This is an optimization exercise on Yosys and OpenROAD, whose aim is small area, not a production implementation.
In this exercise RTL edits were held to simulation tests only and were not proved equivalent to the original.
Power and IR drop assume default switching activity.

## flow/design.v (module list and top-level ports; edited modules follow where they fit)
// module rf_wcell: 9 lines
// module rf_rcell: 8 lines
// module rf_rcomb: 6 lines
// module rf_rbit: 16 lines
// module ALU: 466 lines
// module alu_xor2: 3 lines
// module alu_xnor2: 3 lines
// module alu_nand2: 3 lines
// module alu_nor2: 3 lines
// module alu_mux2i: 3 lines
// module alu_o21ai: 3 lines
// module alu_o22ai: 3 lines
// module alu_nand2b: 3 lines
// module alu_nand4: 3 lines
// module alu_or4: 3 lines
// module alu_or2: 3 lines
// module alu_a21o: 3 lines
// module alu_a32oi: 3 lines
// module opt: 25 lines
// module CPU: 79 lines
module CPU(
    input wire CLK,
    input wire RST,
	output wire [31:0]ALU_OUT,
	output wire ALU_OF,
	output wire ALU_ZF,
	output wire [31:0] dbg_inst,
	output wire [31:0] dbg_a,
    output wire [31:0] dbg_b,
	output wire [2:0] dbg_op,
	output wire reg_write_enable,
	output wire [31:0]alu_output,
	output wire [5:0] inst_addr,
	input wire [31:0] inst_data
    );
  // ...
==> flow/flow/run.sh <==
#!/bin/bash
# Own layout flow: the standard ORFS flow (standard synthesis unchanged),
# with plain buf_1 cells as the port buffers and a clock tree of smaller
# clock buffers without dummy loads. Each tool's output goes to a log of its
# own here.
set -euo pipefail
export BUFFER_PORTS_ARGS="-buffer_cell sky130_fd_sc_hd__buf_1"
export CTS_ARGS="-sink_clustering_enable -repair_clock_nets -dont_use_dummy_load -buf_list {sky130_fd_sc_hd__clkbuf_16} -sink_clustering_size 27 -sink_clustering_max_diameter 130"
bash standard.sh synth > synth.log 2>&1
bash standard.sh \
  "BUFFER_PORTS_ARGS=$BUFFER_PORTS_ARGS" \
  "CTS_ARGS=$CTS_ARGS" \
  finish > layout.log 2>&1
==> flow/standard.sh <==
#!/bin/bash
# synth_recipe.tcl (not shown) runs the flow's synth.tcl, then flattens the netlist and writes it again
# the make line also repeats each setting of config.mk as NAME=value (left out here)
make -C /OpenROAD-flow-scripts/flow DESIGN_CONFIG=/design/flow/config.mk WORK_HOME=/design/flow/orfs CLKGATE_MAP_FILE= SYNTH_SCRIPT=/design/flow/synth_recipe.tcl "${@:-finish}"
==> flow/config.mk <==
export PLATFORM = sky130hd
export DESIGN_NAME = CPU
export DESIGN_NICKNAME = CPU
export VERILOG_FILES = /design/flow/design.v
export SDC_FILE = /design/flow/constraint.sdc
export NUM_CORES = 4
export LEC_CHECK = 0
export CAP_MARGIN = 20
export CELL_PAD_IN_SITES_DETAIL_PLACEMENT = 1
export CELL_PAD_IN_SITES_GLOBAL_PLACEMENT = 2
export CORE_MARGIN = 2
export CORE_UTILIZATION = 40
export GPL_ROUTABILITY_DRIVEN = 1
export PLACE_DENSITY = 0.55
export SETUP_SLACK_MARGIN = 0
export SLEW_MARGIN = 20
export SYNTH_HIERARCHICAL = 1
==> flow/constraint.sdc <==
create_clock -name core_clock -period 12.0 [get_ports {CLK}]
set_input_delay 2.4000 -clock core_clock [delete_from_list [all_inputs] [get_ports {CLK}]]
set_output_delay 2.4000 -clock core_clock [all_outputs]
set_load 0.01 [all_outputs]
==> impl_metrics.toml, run 1 <==
[run_status]
status = "timing/DRC/antenna clean"

[drt]
ant_nets = 0
wl_met2_um = 102400
first_iter_violations = 10403

[grt]
antenna_found_initial = 23
grt_usage = 0.4232
busiest_layer = "met2"

[layout]
signal_buffers = 354
fin_area_mm2 = 0.04828
multi_input_area_mm2 = 0.02173
flops_and_latches = 1061
nets = 4167

[worst_setup_path]
crit_type = "reg -> out"
r2r-end = "row[16].q[0]"
cpPeakStageDelay_ns = 0.89
r2r_cells = 29
cp-startpoint = "inst_code[23]"

[yosys]
synth_area_mm2 = 0.04321
synth_fa_ha_area_frac = 0.0002896

[min_path]
holdPathEnd = "pc[5]"
hold_path.class = "reg -> reg"
hold_depth = 1

[clock_tree]
cts_inserted_buffers = 45
cts.sink_count = 1061
cts_tree = "yes"
clk_pin_slew_worst_paths_ns = 0.11

[sta]
fin_crit_ns = 11.58
hold_violations = 0
max-slew-margin-rel = 0.1150

[floorplanning]
ios = 206

[power_and_ir_drop]
p_seq_uw = 3720
==> inputs of run 2 (changes only) <==
--- a/flow/config.mk
+++ b/flow/config.mk
@@ -11,6 +11,7 @@
 export CORE_MARGIN = 2
 export CORE_UTILIZATION = 40
 export GPL_ROUTABILITY_DRIVEN = 1
+export GPL_TIMING_DRIVEN = 0
 export PLACE_DENSITY = 0.55
 export SETUP_SLACK_MARGIN = 0
 export SLEW_MARGIN = 20
==> run 2 against run 1 <==
Effect of this change: still clean; worst hold slack got worse by 0.0030 ns; clock skew fell by 0.032 ns; final area increased by 6.1%; setup slack got worse by 0.17 ns; first-iteration DRC count is 15% lower; sequential power hardly changed; critical path depth increased by 2; global-route usage decreased by 2.8 points; synthesized cell count unchanged; cell count grew 0.70%; core utilization rose by 2.8 points; sequential share of layout area fell by 2.6 points; critical path type unchanged.
==> impl_metrics.toml, run 2 <==
[worst_setup_path]
worstSetupEndpoint = "ALU_ZF"
crit_family = "simple AND/OR/NAND/NOR gates"
cp-startpoint = "inst_code[18]"
crit_required_ns = 9.60
critPathArrivalTime_ns = 9.35
r2r_start = "inst_code[18]"
r2r-end = "row[22].q[0]"
crit_type = "reg -> out"
critical_path_buf_inv_count = 1
path_depth = 32
cpPeakStageDelay_ns = 0.79
cp-start-kind = "flip-flop"
path_max_fanout = 17
cpMostUsedCell = "mux2i_1"
crit_slowest_cell = "and3_2"
ff2ff_setup_slack_ns = 3.61
critPathCaptureType = "output port"
r2r_cells = 29

[grt]
grt_overflow = 0
grt_usage = 0.3957
antenna_found_initial = 4
grt_pass1_vias = 44813
grt_pass1_wl_um = 322400
grt_max_degree = 51

[sta]
max-slew-margin-rel = 0.2436
holdWs_ns = 0.4700
hold_violations = 0
fin_crit_ns = 11.75
slew_viol_final = 0
fin_ws_ns = 0.2468
finalSetupViolations = 0
max_clock_freq_mhz = 85.08
skew_ns = 0.06106
tightest_slew_ns = 1.135
fin_crit_sh = 0.9794
timing.setup.tns_ns = 0

[place]
post-place-ws_ns = 0.6242
dpl_cell_area_mm2 = 0.04994
port_buffers = 205
dp_cells = 5531
dp_hpwl_um = 155900
place_congestion = 0.9519

[drt]
wl_um = 230900
drc = 0
wire_per_inst_um = 41.38
vias = 44537
dr.pass1.iters = 14
ant_nets = 0
first_iter_violations = 8880
routed_via_density = 7.983

[floorplanning]
die_h_um = 332.7
dieArea_mm2 = 0.1107
core_area_mm2 = 0.1071
die_width_um = 332.7
floorplan.initialDensity = 0.4036
ios = 206
rows = 120

[clock_tree]
clkLatencyLatePin_ns = 0.71
cts.sink_count = 1061
htreeDepth = 2
cts-root-buf = "clkbuf_16"
clockBufferDepth = 3
clk_pin_slew_worst_paths_ns = 0.11
cts_inserted_buffers = 45
cts_tree = "yes"

[min_path]
min_from = "pc[5]"
hold_path.class = "reg -> reg"

[layout]
largest_reg_flops = 992
nets = 4213
fillers = 11254
top_register = "row.q"
num_antenna_cells = 0
fin_area_mm2 = 0.05123
area_growth_pct = 18.55
layout_common_cells = "o22a_1, dfxtp_1, a222oi_1"
top_regs = "row.q (992), inst_code (32), valid (31)"
final_cells = 5579
drive_gt1_frac = 0.1034

[yosys]
netlist_instances = 3766
ys.flop_type = "dfxtp_1"
synth-seq-area-share = 0.4995
synth-seq-cells = 1061
synth_common_cells = "dfxtp_1, o22a_1, a222oi_1, nand2_1, o22ai_1"
avgSynthCellArea_um2 = 11.47
yosys_warnings = 8
synth_area_mm2 = 0.04321
synth.area.top_cells = "dfxtp_1, o22a_1, a222oi_1"
synth.net_count = 3801
synth_top_area_share = 0.4596
synth_edf_count = 0
yosysUniqueCellTypes = 55
synthArstFlopShare = 0.06503
synth.largest_area_cell = "dfxtp_1"

[power_and_ir_drop]
leakagePower_uw = 0.01821
peakVddDrop_mv = 0.09682
powerDensity_mw_per_mm2 = 111.4

[job]
maxCapViolCount = 0

[run_status]
status = "timing/DRC/antenna clean"
==> run 2: cell type report <==
cell class | instances | area, µm² | area share
multi-input cells | 2629 | 21920 | 0.4279
flip-flops and latches | 1061 | 21590 | 0.4214
repair buffers | 365 | 4431 | 0.08648
well taps | 1403 | 1755 | 0.03427
clock buffers | 45 | 1126 | 0.02198
plain buffers | 35 | 255.2 | 0.004982
inverters | 41 | 156.4 | 0.003053
==> run 2: cells by family (layout without fill, tap and decap cells) <==
kind of cell | count (synthesis) | count (layout) | share of synthesized area
fa+ha+maj | 1 | 1 | 0.0002895
mux | 22 | 22 | 0.005096
buf+inv | 76 | 486 | 0.009468
simple gates | 624 | 624 | 0.08035
flops | 1061 | 1061 | 0.4995
xor+xnor | 101 | 101 | 0.02047
compound gates | 1881 | 1881 | 0.3848
==> run 2: per-module statistics from Yosys (local to each module, per instance), a selection <==
module / copies in the design / flops+latches / cells inside / area [µm²]
alu_nand4: 2 / 0 / 1 / 6.256
alu_nand2: 70 / 0 / 1 / 3.754
alu_xnor2: 32 / 0 / 1 / 8.758
alu_mux2i: 22 / 0 / 1 / 10.01
alu_o21ai: 69 / 0 / 1 / 5.005
alu_o22ai: 149 / 0 / 1 / 6.256
opt: 1 / 0 / 20 / 132.6
rf_rcell: 640 / 0 / 1 / 10.01
CPU: 1 / 1061 / 1304 / 23060
rf_wcell: 992 / 0 / 1 / 8.758
alu_nand2b: 2 / 0 / 1 / 6.256
==> run 2: how the worst min path moves through the flow <==
stage	cells after the start	end
floorplan	1	valid[10]
global placement	1	valid[7]
detailed placement	1	valid[8]
CTS	1	pc[5]
global route	1	valid[11]
finish	1	pc[5]
==> run 2: metal layers <==
metal  track usage  part of all wire
met5             0                 0
met2        0.5937              0.43
met1        0.5186              0.39
met4        0.2354             0.064
met3       0.09101              0.12
==> run 2: repair_timing <==
| item | in CTS | in global routing |
|---|---|---|
| setup buffers | 0 | 3 |
| pin swaps | 0 | 7 |
| hold buffers | 0 | 0 |
| setup endpoints to repair | 1 | 4 |
| gates resized for setup | 8 | 26 |
==> run 2: where the power goes <==
part	leakage (µW)	switching (µW)	internal (µW)
clock network	0.000555	1160	677
logic	0.00876	68.5	91.7
registers	0.00889	83.7	3620
==> run 2: stage by stage <==
step           total power [µW]    util
6_report                   5708  0.4785
5_1_grt                    5862  0.4785
2_1_floorplan              3872       -
3_3_place_gp               3910  0.4272
4_1_cts                    5720  0.4773
3_5_place_dp               3940  0.4665
==> run 2: worst register-to-register path, delay by kind of cell (launching register included) <==
| kind | cells | cell delay [ns] |
|---|---|---|
| buffers and inverters | 1 | 0.27 |
| muxes | 7 | 0.98 |
| and+or+nand+nor | 5 | 2.27 |
| AOI/OAI and AO/OA | 14 | 3.84 |
| DFF | 1 | 0.43 |
| xor gates and xnor gates | 2 | 0.48 |
==> inputs of run 3 (changes only) <==
--- a/flow/flow/run.sh
+++ b/flow/flow/run.sh
@@ -5,7 +5,7 @@
 # own here.
 set -euo pipefail
 export BUFFER_PORTS_ARGS="-buffer_cell sky130_fd_sc_hd__buf_1"
-export CTS_ARGS="-sink_clustering_enable -repair_clock_nets -dont_use_dummy_load -buf_list {sky130_fd_sc_hd__clkbuf_16} -sink_clustering_size 27 -sink_clustering_max_diameter 130"
+export CTS_ARGS="-sink_clustering_enable -repair_clock_nets -dont_use_dummy_load -buf_list {sky130_fd_sc_hd__clkbuf_8} -sink_clustering_size 16 -sink_clustering_max_diameter 90"
 bash standard.sh synth > synth.log 2>&1
 bash standard.sh \
   "BUFFER_PORTS_ARGS=$BUFFER_PORTS_ARGS" \
--- a/flow/config.mk
+++ b/flow/config.mk
@@ -11,7 +11,6 @@
 export CORE_MARGIN = 2
 export CORE_UTILIZATION = 40
 export GPL_ROUTABILITY_DRIVEN = 1
-export GPL_TIMING_DRIVEN = 0
 export PLACE_DENSITY = 0.55
 export SETUP_SLACK_MARGIN = 0
 export SLEW_MARGIN = 20
==> run 3 against run 2 <==
Effect of this change: largest power group unchanged; highest routed layer is now met5; sequential cell count is the same; area after synthesis is the same; final area shrank 5.7%; largest cell class unchanged; synthesized cell count is the same; still clean on timing, DRC and antenna; routed wire length grew 7.3%; clock skew grew 0.062 ns.
==> impl_metrics.toml, run 3 <==
[run_status]
status = "timing/DRC/antenna clean"

[job]
maxCapViolCount = 0

[floorplanning]
dieArea_mm2 = 0.1107
floorplan.initialDensity = 0.4036
die_h_um = 332.7
rows = 120
ios = 206
core_area_mm2 = 0.1071
die_width_um = 332.7

[layout]
top_register = "row.q"
drive_gt1_frac = 0.08506
top_regs = "row.q (992), inst_code (32), valid (31)"
largest_reg_flops = 992
nets = 4199
layout_common_cells = "o22a_1, dfxtp_1, a222oi_1"
area_growth_pct = 11.76

[yosys]
synth-seq-area-share = 0.4995
synth_top_family_by_area = "compound AO/OA/AOI/OAI gates"
synth_edf_count = 0
avgSynthCellArea_um2 = 11.47
synth-compound-area-share = 0.3848
synth.largest_area_cell = "dfxtp_1"
synth_fa_ha_area_frac = 0.0002896
muxShareOfSynthArea = 0.005096
ys.flop_type = "dfxtp_1"
synth.net_count = 3801
yosys_warnings = 8
synth_top_area_share = 0.4596
yosys.area_share.simple = 0.08035
synth-seq-cells = 1061
yosysUniqueCellTypes = 55
netlist_instances = 3766
synth-xor-area-share = 0.02047
synth_area_mm2 = 0.04321
synthArstFlopShare = 0.06503
synth_common_cells = "dfxtp_1, o22a_1, a222oi_1, nand2_1, o22ai_1"
synth.area.top_cells = "dfxtp_1, o22a_1, a222oi_1"

[grt]
grt_usage = 0.4253
grt_overflow = 0
grt_pass1_vias = 42104
grt_max_degree = 70
grt_pass1_wl_um = 339700
antenna_found_initial = 25

[drt]
wl_um = 247800
drt-met1-wl_um = 98840
ant_nets = 0
wl_met2_um = 102800
wire_per_inst_um = 44.42
dr_wl_met3_um = 32850
first_iter_violations = 10207
dr.pass1.iters = 12
maxUsedRoutingLayer = "met5"
routed_via_density = 7.981
drc = 0
vias = 44525

[power_and_ir_drop]
p_switching_uw = 1370
swShare = 0.2419
p_clk_frac = 0.315
p_comb_frac = 0.028
powerDensity_mw_per_mm2 = 117.3
p_int_uw = 4293
leakagePower_uw = 0.01726
power_frac_seq = 0.657
p_total_uw = 5662
peakVddDrop_mv = 0.08583

[clock_tree]
clockBufferDepth = 3
clkLatencyLatePin_ns = 0.84
htreeDepth = 3
cts-root-buf = "clkbuf_8"
cts_resized = 0
hold_buffers = 0
cts_inserted_buffers = 77
post_cts_buffers = 0
cts.sink_count = 1061
clk_pin_slew_worst_paths_ns = 0.12
cts_tree = "yes"

[sta]
max-slew-margin-rel = 0.1450
rsz0062_at_grt = "false"
max_clock_freq_mhz = 86.61
slew_viol_final = 0
timing.setup.tns_ns = 0
holdWs_ns = 0.4696
skew_ns = 0.1230
fin_crit_sh = 0.9622
hold_violations = 0
finalSetupViolations = 0
fin_crit_ns = 11.55
tightest_slew_ns = 1.282

[worst_setup_path]
r2r_cells = 31
crit_required_ns = 9.60
r2r-end = "row[16].q[0]"
cpMostUsedCell = "o21ai_1"
worstSetupEndpoint = "ALU_ZF"
r2r_start = "inst_code[21]"
crit_slowest_cell = "or3_1"
cp-startpoint = "inst_code[21]"
path_max_fanout = 31
cp-start-kind = "flip-flop"
critPathCaptureType = "output port"
cpPeakStageDelay_ns = 0.61
crit_type = "reg -> out"
ff2ff_setup_slack_ns = 3.80
critPathArrivalTime_ns = 9.15

[min_path]
hold_path.class = "reg -> reg"
hold_depth = 1

[place]
port_buffers = 205
dp_hpwl_um = 163100
place_congestion = 0.9769
run 3: changes by cell type in the layout (fill, tap and decap cells not counted), moves of 31 or more:
cell	previous run	this run
buf_4	35	147
inv_1	9	40
inv_2	31	0
clkbuf_16	45	0
clkbuf_8	0	77
buf_12	91	0
buf_16	66	1
run 3: cells by family after synthesis:
| family | Yosys count |
|---|---|
| AO/OA/AOI/OAI | 1881 |
| XOR/XNOR | 101 |
| adder cells (fa/ha/maj) | 1 |
| buffers and inverters | 76 |
| flip-flops | 1061 |
| multiplexers | 22 |
| AND/OR/NAND/NOR | 624 |
run 3: cell type report:
class / instances / area (µm²)
sequential: 1061 / 21590
inverter: 41 / 155.1
tap: 1403 / 1755
multi-input combinational: 2629 / 21780
fill: 11473 / 58760
timing repair buffer: 354 / 1916
antenna: 14 / 35.03
clock buffer: 77 / 1060
run 3: per-module statistics from Yosys (local to each module, per instance), excerpt:
module / flops+latches / cells / cell area, µm²
CPU: 1061 / 1304 / 23060
alu_a21o: 0 / 1 / 7.507
alu_mux2i: 0 / 1 / 10.01
alu_nand2b: 0 / 1 / 6.256
alu_nor2: 0 / 1 / 3.754
alu_o21ai: 0 / 1 / 5.005
alu_o22ai: 0 / 1 / 6.256
alu_or4: 0 / 1 / 7.507
alu_xor2: 0 / 1 / 8.758
opt: 0 / 20 / 132.6
rf_rbit: 0 / 1 / 3.754
rf_rcell: 0 / 1 / 10.01
rf_rcomb: 0 / 4 / 23.77
run 3: how the worst min path moves through the flow:
stage / end / from / slack (ns)
after floorplan: valid[10] / valid[10] / 0.44
after global placement: pc[5] / pc[5] / 0.46
after detailed placement: pc[5] / pc[5] / 0.47
after CTS: pc[5] / pc[5] / 0.48
after global routing: pc[5] / pc[5] / 0.49
final: pc[5] / pc[5] / 0.47
run 3: power groups by stage:
stage	combinational [µW]	sequential, µW	clock [µW]
2_1_floorplan	109	3760	0
3_3_place_gp	145	3780	0
3_5_place_dp	154	3790	0
4_1_cts	155	3710	1790
5_1_grt	168	3730	1910
6_report	160	3720	1780
run 3: stage by stage:
step | cell area [µm²] | util | std cells | worst slack [ns]
after detailed placement | 47090 | 0.4399 | 5486 | 1.509
after global routing | 48270 | 0.4509 | 5570 | 0.06020
after global placement | 47090 | 0.4399 | 5486 | 1.610
final | 48290 | 0.4511 | 5579 | 0.4534
after floorplan | 43210 | - | 3766 | 0.06923
after CTS | 48150 | 0.4498 | 5563 | 0.6075
run 3: critical path, delay by kind of cell, from the launching register on:
| kind | cells | cell delay [ns] |
|---|---|---|
| flops | 1 | 0.49 |
| simple gates | 9 | 2.59 |
| buf+inv | 2 | 0.50 |
| mux | 7 | 0.87 |
| xor+xnor | 3 | 0.67 |
| compound gates | 13 | 3.22 |
run 3: layer usage:
metal,vias up,GRT usage
li1,17699,-
met1,22903,0.5793
met2,3354,0.6206
met3,549,0.1303
met4,20,0.1796
met5,-,0
==> inputs of run 4 (changes only) <==
--- a/flow/flow/run.sh
+++ b/flow/flow/run.sh
@@ -5,7 +5,7 @@
 # own here.
 set -euo pipefail
 export BUFFER_PORTS_ARGS="-buffer_cell sky130_fd_sc_hd__buf_1"
-export CTS_ARGS="-sink_clustering_enable -repair_clock_nets -dont_use_dummy_load -buf_list {sky130_fd_sc_hd__clkbuf_8} -sink_clustering_size 16 -sink_clustering_max_diameter 90"
+export CTS_ARGS="-sink_clustering_enable -repair_clock_nets -dont_use_dummy_load -buf_list {sky130_fd_sc_hd__clkbuf_16} -sink_clustering_size 24 -sink_clustering_max_diameter 120"
 bash standard.sh synth > synth.log 2>&1
 bash standard.sh \
   "BUFFER_PORTS_ARGS=$BUFFER_PORTS_ARGS" \
==> run 4 against run 3 <==
Effect of this change: still clean on timing, DRC and antenna; sequential share of layout area fell by 0.092 points; global-route usage fell by 0.13 points; maximum frequency fell by 0.68%.
==> impl_metrics.toml, run 4 <==
[place]
port_buffers = 205
dpl_cell_area_mm2 = 0.04709
dp_hpwl_um = 163100
place_congestion = 0.9769

[clock_tree]
post_cts_buffers = 0
cts_tree = "yes"
clkLatencyLatePin_ns = 0.71
cts.sink_count = 1061
clockBufferDepth = 3
cts_inserted_buffers = 50
cts-root-buf = "clkbuf_16"
htreeDepth = 2
cts_resized = 0
clk_pin_slew_worst_paths_ns = 0.10
hold_buffers = 0

[drt]
dr.pass1.iters = 11
ant_nets = 0
routed_via_density = 8.027
vias = 44470
wl_um = 246600
wire_per_inst_um = 44.51
drc = 0
first_iter_violations = 10510

[worst_setup_path]
critPathCaptureType = "output port"
crit_type = "reg -> out"
critical_path_buf_inv_count = 1
r2r-end = "row[18].q[0]"
r2r_start = "inst_code[16]"
crit_slowest_cell = "or3_1"
path_max_fanout = 32
critPathArrivalTime_ns = 9.23
cp-start-kind = "flip-flop"
crit_family = "compound AO/OA/AOI/OAI gates"
r2r_cells = 29
cpMostUsedCell = "o21ai_1"
crit_required_ns = 9.60
ff2ff_setup_slack_ns = 3.69
cpPeakStageDelay_ns = 0.68

[sta]
fin_crit_sh = 0.9688
finalSetupViolations = 0
max-slew-margin-rel = 0.1576
slew_viol_final = 0
rsz0062_at_grt = "false"
hold_violations = 0
timing.setup.tns_ns = 0
skew_ns = 0.1004
tightest_slew_ns = 1.264
max_clock_freq_mhz = 86.01
fin_crit_ns = 11.63

[floorplanning]
core_area_mm2 = 0.1071
die_width_um = 332.7
die_h_um = 332.7
rows = 120
dieArea_mm2 = 0.1107
ios = 206
floorplan.initialDensity = 0.4036

[yosys]
netlist_instances = 3766
synth_area_mm2 = 0.04321
yosys_warnings = 8
synth-seq-area-share = 0.4995
yosysUniqueCellTypes = 55
synthArstFlopShare = 0.06503
ys.flop_type = "dfxtp_1"
synth_edf_count = 0
synth.largest_area_cell = "dfxtp_1"
synth.area.top_cells = "dfxtp_1, o22a_1, a222oi_1"
synth_common_cells = "dfxtp_1, o22a_1, a222oi_1, nand2_1, o22ai_1"
avgSynthCellArea_um2 = 11.47
synth_top_area_share = 0.4596
synth-seq-cells = 1061
synth.net_count = 3801

[layout]
fin_area_mm2 = 0.04839
top_register = "row.q"
largest_reg_flops = 992
layout_common_cells = "o22a_1, dfxtp_1, a222oi_1"
top_regs = "row.q (992), inst_code (32), valid (31)"
utilization = 0.4520
nets = 4172
drive_gt1_frac = 0.07860
area_growth_pct = 11.99

[grt]
grt_overflow = 0
grt_max_degree = 70
met3_usage = 0.1248
grt_usage = 0.4239
grt_pass1_vias = 41997
grt_pass1_wl_um = 339100
use_met1 = 0.5813
antenna_found_initial = 18
met2_usage = 0.6186
busiest_layer = "met2"

[min_path]
hold_path.class = "reg -> reg"
min_from = "pc[5]"
holdPathEnd = "pc[5]"
hold_depth = 1

[power_and_ir_drop]
peakVddDrop_mv = 0.1154
powerDensity_mw_per_mm2 = 120.1
leakagePower_uw = 0.01735
p_total_uw = 5813

[run_status]
status = "timing/DRC/antenna clean"

[job]
maxCapViolCount = 0
-- run 4: changes by cell type in the layout (fill, tap and decap cells not counted), moves of 12 or more --
cell	change
and3_2	+13
and3_4	-14
clkbuf_16	+50
clkbuf_8	-77
diode_2	-12
-- run 4: worst max-delay path by stage --
stage,cells past startpoint,end,startpoint
after floorplan,27,alu_output[0],inst_code[2]
after CTS,33,ALU_ZF,inst_code[21]
after global routing,33,ALU_ZF,inst_code[21]
after global placement,33,ALU_ZF,inst_code[18]
after detailed placement,33,ALU_ZF,inst_code[21]
final,32,ALU_ZF,inst_code[16]
-- run 4: per-layer routing --
metal / part of all wire / vias to the layer above
met3: 0.14 / 487
li1: - / 17638
met5: 0.00040 / -
met2: 0.41 / 3471
met1: 0.40 / 22858
met4: 0.053 / 16
-- run 4: final cells by class --
class                   count  area (µm²)
diodes                      2       5.005
clock buffers              50        1251
fillers                 11441       58660
inverters                  41       155.1
multi-input cells        2629       21720
flip-flops and latches   1061       21590
well taps                1403        1755
repair buffers            354        1916
-- run 4: per-stage QoR --
stage	worst slack [ns]	hold slack (ns)	std cells
2_1_floorplan	0.06923	0.4403	3766
3_3_place_gp	1.610	0.4604	5486
3_5_place_dp	1.509	0.4661	5486
4_1_cts	0.7628	0.4809	5536
5_1_grt	0.03501	0.4899	5538
6_report	0.3738	0.4721	5540
-- run 4: power by group --
group / internal [µW] / switching (µW)
combinational: 90.7 / 69.0
sequential: 3620 / 94.4
clock: 747 / 1190
total: 4460 / 1350
-- run 4: kinds of logic after synthesis --
| kind of cell | synth area share |
|---|---|
| compound gates | 0.3848 |
| simple gates | 0.08035 |
| fa+ha+maj | 0.0002895 |
| flops | 0.4995 |
| xor+xnor | 0.02047 |
| buf+inv | 0.009468 |
| mux | 0.005096 |
-- run 4: Yosys stat by module, one instance, submodules excluded, excerpt --
module      area (µm²)  cells  copies in the design
alu_o22ai        6.256      1                   149
alu_nand4        6.256      1                     2
alu_nand2        3.754      1                    70
alu_a21o         7.507      1                     2
alu_a32oi        8.758      1                    16
alu_or4          7.507      1                     2
alu_nand2b       6.256      1                     2
rf_rcell         10.01      1                   640
CPU              23060   1304                     1
==> inputs of run 5 (changes only) <==
--- a/flow/config.mk
+++ b/flow/config.mk
@@ -11,7 +11,7 @@
 export CORE_MARGIN = 2
 export CORE_UTILIZATION = 40
 export GPL_ROUTABILITY_DRIVEN = 1
-export PLACE_DENSITY = 0.55
+export PLACE_DENSITY = 0.7
 export SETUP_SLACK_MARGIN = 0
 export SLEW_MARGIN = 20
 export SYNTH_HIERARCHICAL = 1
==> run 5 against run 4 <==
Effect of this change: largest cell class unchanged; routed wire length is essentially flat; clock power is essentially flat; clock skew decreased by 0.022 ns; critical endpoint unchanged; area after synthesis unchanged; non-clock buffer count is 14 higher; sequential power barely moved; final area is 0.46% higher; clock-buffer cell count unchanged; global-route usage hardly changed; first-iteration DRC count is 11% lower.
==> impl_metrics.toml, run 5 <==
[clock_tree]
cts_tree = "yes"
clkLatencyLatePin_ns = 0.71
clk_pin_slew_worst_paths_ns = 0.10
cts_resized = 0
cts-root-buf = "clkbuf_16"
htreeDepth = 2
post_cts_buffers = 0
cts.sink_count = 1061
clockBufferDepth = 3
cts_inserted_buffers = 50
hold_buffers = 0

[yosys]
yosysUniqueCellTypes = 55
synthArstFlopShare = 0.06503
synth_top_area_share = 0.4596
synth.net_count = 3801
synth.largest_area_cell = "dfxtp_1"
synth-compound-area-share = 0.3848
muxShareOfSynthArea = 0.005096
yosys.area_share.simple = 0.08035
ys.flop_type = "dfxtp_1"
synth_edf_count = 0
synth-seq-area-share = 0.4995
avgSynthCellArea_um2 = 11.47
synth-seq-cells = 1061
synth.area.top_cells = "dfxtp_1, o22a_1, a222oi_1"
synth_fa_ha_area_frac = 0.0002896
synth_area_mm2 = 0.04321
synth_top_family_by_area = "compound AO/OA/AOI/OAI gates"
netlist_instances = 3766
synth_common_cells = "dfxtp_1, o22a_1, a222oi_1, nand2_1, o22ai_1"
synth-xor-area-share = 0.02047
yosys_warnings = 8

[worst_setup_path]
critPathArrivalTime_ns = 9.13
r2r_start = "inst_code[24]"
ff2ff_setup_slack_ns = 3.64
cp-start-kind = "flip-flop"
cpPeakStageDelay_ns = 0.54
crit_slowest_cell = "and3_2"
critPathCaptureType = "output port"
r2r-end = "row[3].q[0]"
crit_required_ns = 9.60
path_max_fanout = 32
crit_type = "reg -> out"
r2r_cells = 30

[grt]
grt_pass1_vias = 43834
grt_pass1_wl_um = 339800
grt_max_degree = 70
antenna_found_initial = 20
grt_overflow = 0
grt_usage = 0.4234

[sta]
hold_violations = 0
fin_ws_ns = 0.4688
slew_viol_final = 0
max_clock_freq_mhz = 86.72
max-slew-margin-rel = 0.1791
fin_crit_ns = 11.53
skew_ns = 0.07797
tightest_slew_ns = 1.229
fin_crit_sh = 0.9609
finalSetupViolations = 0
rsz0062_at_grt = "false"
timing.setup.tns_ns = 0

[layout]
top_register = "row.q"
layout_common_cells = "o22a_1, dfxtp_1, a222oi_1"
drive_gt1_frac = 0.08363
largest_reg_flops = 992
top_regs = "row.q (992), inst_code (32), valid (31)"
fin_area_mm2 = 0.04862
utilization = 0.4541
area_growth_pct = 12.51
nets = 4186

[min_path]
hold_path.class = "reg -> reg"
holdPathEnd = "pc[5]"
min_from = "pc[5]"
hold_depth = 1

[drt]
dr.pass1.iters = 13
wire_per_inst_um = 44.36
routed_via_density = 8.088
ant_nets = 0
drc = 0
wl_um = 246800
vias = 44992
first_iter_violations = 9396

[power_and_ir_drop]
leakagePower_uw = 0.01748
p_switching_uw = 1339
p_int_uw = 4459
swShare = 0.2309
p_comb_frac = 0.026
p_total_uw = 5798
peakVddDrop_mv = 0.09776
p_clk_frac = 0.333
power_frac_seq = 0.641
powerDensity_mw_per_mm2 = 119.3

[floorplanning]
floorplan.initialDensity = 0.4036
core_area_mm2 = 0.1071
rows = 120
ios = 206
die_width_um = 332.7
dieArea_mm2 = 0.1107
die_h_um = 332.7

[place]
post-place-ws_ns = 1.287
dpl_cell_area_mm2 = 0.04721
dp_hpwl_um = 157900
place_congestion = 1.003
port_buffers = 205

[job]
maxCapViolCount = 0

[run_status]
status = "timing/DRC/antenna clean"
run 5: worst max-delay path by stage:
stage,startpoint,endpoint,cells after the start
global route,inst_code[24],ALU_ZF,33
detailed placement,inst_code[16],ALU_ZF,32
global placement,inst_code[21],ALU_ZF,34
floorplan,inst_code[2],alu_output[0],27
finish,inst_code[24],ALU_ZF,33
CTS,inst_code[16],ALU_ZF,32
run 5: area by class of cell:
class / count / area, µm²
inverter: 41 / 155.1
clock buffer: 50 / 1251
sequential: 1061 / 21590
timing repair buffer: 368 / 2071
antenna: 11 / 27.53
fill: 11589 / 58440
tap: 1403 / 1755
multi-input combinational: 2629 / 21770
run 5: worst max-delay path: cells and delay by family (launching register included):
kind                      cells  cell delay, ns
muxes                         8            1.76
DFF                           1            0.48
xor gates and xnor gates      3            1.07
and+or+nand+nor               8            2.53
buffers and inverters         1            0.30
AOI/OAI and AO/OA            13            2.26
run 5: kinds of logic after synthesis:
logic type | after synthesis
AO/OA/AOI/OAI | 1881
XOR/XNOR | 101
adder cells (fa/ha/maj) | 1
buffers and inverters | 76
flip-flops | 1061
multiplexers | 22
AND/OR/NAND/NOR | 624
run 5: per-stage QoR:
step	hold WS [ns]	instances
6_report	0.4857	5563
5_1_grt	0.4975	5553
4_1_cts	0.4872	5548
3_5_place_dp	0.4691	5498
3_3_place_gp	0.4673	5496
2_1_floorplan	0.4403	3766
run 5: layer usage:
layer | GRT usage | vias up | wire (µm)
li1 | - | 17694 | -
met1 | 0.5400 | 23220 | 94320
met2 | 0.6291 | 3395 | 104300
met3 | 0.1361 | 669 | 32410
met4 | 0.2407 | 14 | 15690
met5 | 0 | - | 104
run 5: power groups by stage:
stage | Sequential [µW] | Clock, µW | Combinational [µW]
floorplan | 3760 | 0 | 109
global placement | 3780 | 0 | 140
detailed placement | 3790 | 0 | 150
CTS | 3710 | 1940 | 150
global route | 3730 | 2060 | 161
finish | 3720 | 1930 | 153
run 5: per-module statistics from Yosys, one instance, submodules excluded, a selection:
module	flip-flops and latches	copies in the design	cells	area [µm²]
alu_a21o	0	2	1	7.507
rf_wcell	0	992	1	8.758
alu_xor2	0	64	1	8.758
alu_a32oi	0	16	1	8.758
rf_rcomb	0	64	4	23.77
alu_nand2b	0	2	1	6.256
rf_rcell	0	640	1	10.01
alu_nor2	0	12	1	3.754
alu_o22ai	0	149	1	6.256
alu_o21ai	0	69	1	5.005
ALU	0	1	48	316.6
alu_nand4	0	2	1	6.256
opt	0	1	20	132.6
alu_mux2i	0	22	1	10.01
alu_or4	0	2	1	7.507
==> inputs of run 6 (changes only) <==
--- a/flow/config.mk
+++ b/flow/config.mk
@@ -9,9 +9,9 @@
 export CELL_PAD_IN_SITES_DETAIL_PLACEMENT = 1
 export CELL_PAD_IN_SITES_GLOBAL_PLACEMENT = 2
 export CORE_MARGIN = 2
-export CORE_UTILIZATION = 40
+export CORE_UTILIZATION = 45
 export GPL_ROUTABILITY_DRIVEN = 1
-export PLACE_DENSITY = 0.7
+export PLACE_DENSITY = 0.6
 export SETUP_SLACK_MARGIN = 0
 export SLEW_MARGIN = 20
 export SYNTH_HIERARCHICAL = 1
==> run 6 against run 5 <==
Effect of this change: first-iteration DRC count rose by 18%; sequential share of layout area rose by 0.24 points; still clean; register-to-register slack gained 0.41 ns.
==> impl_metrics.toml, run 6 <==
[run_status]
status = "timing/DRC/antenna clean"

[layout]
area_growth_pct = 11.89
layout_common_cells = "o22a_1, dfxtp_1, a222oi_1"
top_regs = "row.q (992), inst_code (32), valid (31)"
largest_reg_flops = 992
fillers = 10175
multi_input_area_mm2 = 0.02162
top_register = "row.q"
nets = 4200
drive_gt1_frac = 0.07086
seq_area_mm2 = 0.02159

[power_and_ir_drop]
powerDensity_mw_per_mm2 = 119.5
leakagePower_uw = 0.01751
p_total_uw = 5776
peakVddDrop_mv = 0.1108

[worst_setup_path]
crit_required_ns = 9.60
path_max_fanout = 17
critPathArrivalTime_ns = 8.73
critical_path_buf_inv_count = 2
ff2ff_setup_slack_ns = 4.05
cp-start-kind = "flip-flop"
crit_family = "simple AND/OR/NAND/NOR gates"
critPathCaptureType = "output port"
crit_slowest_cell = "and3_1"
crit_type = "reg -> out"
cpPeakStageDelay_ns = 0.97

[sta]
fin_crit_ns = 11.13
max-slew-margin-rel = 0.1786
slew_viol_final = 0
skew_ns = 0.1027
hold_violations = 0
fin_ws_ns = 0.8718
finalSetupViolations = 0
tightest_slew_ns = 1.230
timing.setup.tns_ns = 0
max_clock_freq_mhz = 89.86
fin_crit_sh = 0.9274
rsz0062_at_grt = "false"

[drt]
dr.pass1.iters = 12
vias = 45016
wire_per_inst_um = 43.00
drc = 0
ant_nets = 0
wl_um = 233900
first_iter_violations = 11096
routed_via_density = 8.277

[place]
port_buffers = 205
place_congestion = 0.9636
dp_hpwl_um = 153000
post-place-ws_ns = 1.845

[grt]
grt_max_degree = 70
antenna_found_initial = 21
grt_pass1_vias = 43778
grt_usage = 0.4529
grt_pass1_wl_um = 326600
grt_overflow = 0

[yosys]
synth-seq-cells = 1061
ys.flop_type = "dfxtp_1"
synth_common_cells = "dfxtp_1, o22a_1, a222oi_1, nand2_1, o22ai_1"
synth_edf_count = 0
yosysUniqueCellTypes = 55
yosys_warnings = 8
synth_area_mm2 = 0.04321
avgSynthCellArea_um2 = 11.47
synth.largest_area_cell = "dfxtp_1"
synth-seq-area-share = 0.4995
synth_top_area_share = 0.4596
netlist_instances = 3766
synth.net_count = 3801
synthArstFlopShare = 0.06503
synth.area.top_cells = "dfxtp_1, o22a_1, a222oi_1"

[clock_tree]
cts.sink_count = 1061
cts_tree = "yes"
hold_buffers = 0
clkLatencyLatePin_ns = 0.71
cts-root-buf = "clkbuf_16"
clockBufferDepth = 3
htreeDepth = 2
post_cts_buffers = 0
clk_pin_slew_worst_paths_ns = 0.09
cts_inserted_buffers = 50
cts_resized = 0

[floorplanning]
floorplan.initialDensity = 0.4541
rows = 113
core_area_mm2 = 0.09515
die_h_um = 313.9
ios = 206
dieArea_mm2 = 0.09852
die_width_um = 313.9

[job]
maxCapViolCount = 0

[min_path]
hold_path.class = "reg -> reg"
## run 6: cell counts after synthesis
Identical to the previous run, type by type.
## run 6: cell type report
| type | count | area share |
|---|---|---|
| multi-input cells | 2629 | 0.4472 |
| well taps | 1265 | 0.03273 |
| clock buffers | 50 | 0.02588 |
| flip-flops and latches | 1061 | 0.4464 |
| diodes | 11 | 0.0005693 |
| inverters | 41 | 0.003209 |
| repair buffers | 382 | 0.04397 |
## run 6: cells by family (layout without fill, tap and decap cells)
family,count (synthesis),in the layout,share of synthesized area
compound gates,1881,1881,0.3848
xor+xnor,101,101,0.02047
fa+ha+maj,1,1,0.0002895
buf+inv,76,473,0.009468
flops,1061,1061,0.4995
mux,22,22,0.005096
other cells,0,11,0
simple gates,624,624,0.08035
## run 6: power by group
group          internal (µW)  switching [µW]
Sequential              3620            92.1
Combinational           89.6            61.7
Clock                    746            1160
Total                   4460            1320
## run 6: path summary, 6_finish.rpt
path | endpoint | cells past startpoint | start
min reg2reg | pc[0] | 1 | pc[0]
max in group asynchronous | valid[1] | 4 | RST
min in group asynchronous | inst_code[2] | 4 | RST
min | pc[0] | 1 | pc[0]
max reg2reg | row[16].q[0] | 28 | inst_code[18]
max | ALU_ZF | 31 | inst_code[18]
## run 6: worst reg2reg max path, delay by kind of cell, from the launching register on
family / cells / cell delay, ns
AO/OA/AOI/OAI: 13 / 2.52
XOR/XNOR: 2 / 0.49
buffers and inverters: 2 / 0.95
flip-flops: 1 / 0.42
multiplexers: 7 / 1.52
AND/OR/NAND/NOR: 4 / 2.03
## run 6: routing by layer
metal	vias to the layer above	GRT usage	part of all wire
met4	20	0.2644	0.069
met3	798	0.1598	0.14
li1	17711	-	-
met5	-	0	0.00053
met1	22790	0.5656	0.37
met2	3697	0.6750	0.42
## run 6: per-module statistics from Yosys (local to each module, per instance), a selection
module     cells inside  times used  area (µm²)  flip-flops and latches
alu_nand4             1           2       6.256                       0
ALU                  48           1       316.6                       0
CPU                1304           1       23060                    1061
alu_or4               1           2       7.507                       0
alu_a32oi             1          16       8.758                       0
alu_o21ai             1          69       5.005                       0
rf_rbit               1          64       3.754                       0
alu_mux2i             1          22       10.01                       0
alu_xor2              1          64       8.758                       0
alu_nor2              1          12       3.754                       0
rf_rcomb              4          64       23.77                       0
## run 6: stage by stage
stage	instance area, µm²	hold slack (ns)	cells	utilization
2_1_floorplan	43210	0.4403	3766	-
3_3_place_gp	47030	0.4715	5376	0.4942
3_5_place_dp	47030	0.4783	5376	0.4942
4_1_cts	48280	0.5036	5426	0.5074
5_1_grt	48320	0.5290	5428	0.5079
6_report	48350	0.5074	5439	0.5081

port drivers added, routing unchanged:
The flow's constraints put no driver on any port. The routed layouts listed below were extracted and timed again, unchanged, in two steps.
Step 1 (the two cells are an assumption about what drives the block):
set clk [get_ports {CLK}]
set_driving_cell -lib_cell sky130_fd_sc_hd__clkbuf_16 $clk
set_driving_cell -lib_cell sky130_fd_sc_hd__buf_2 [delete_from_list [all_inputs] $clk]
Step 2 moves the port delays by t, midway between the first and last clock arrival at a register: inputs arrive t later, outputs are due t later. That takes back most of the time a late clock gives input paths.
Slacks: ideal ports / drivers / drivers and shift; pairs: ideal ports / drivers.
| run | t (ns) | setup slack, ns | worst slew at a driven data input, ns |
|---|---|---|---|
| run 1 | 0.725 | 0.421 / 0.339 / 1.063 | 0.04 |
| run 2 | 0.754 | 0.247 / 0.169 / 0.923 | 0.04 |
| run 3 | 0.859 | 0.453 / 0.377 / 1.236 | 0.04 |
| run 4 | 0.746 | 0.374 / 0.293 / 1.038 | 0.04 |
| run 5 | 0.750 | 0.469 / 0.390 / 1.140 | 0.06 |
| run 6 | 0.735 | 0.872 / 0.795 / 1.529 | 0.05 |
After both steps every run listed still meets setup and hold.
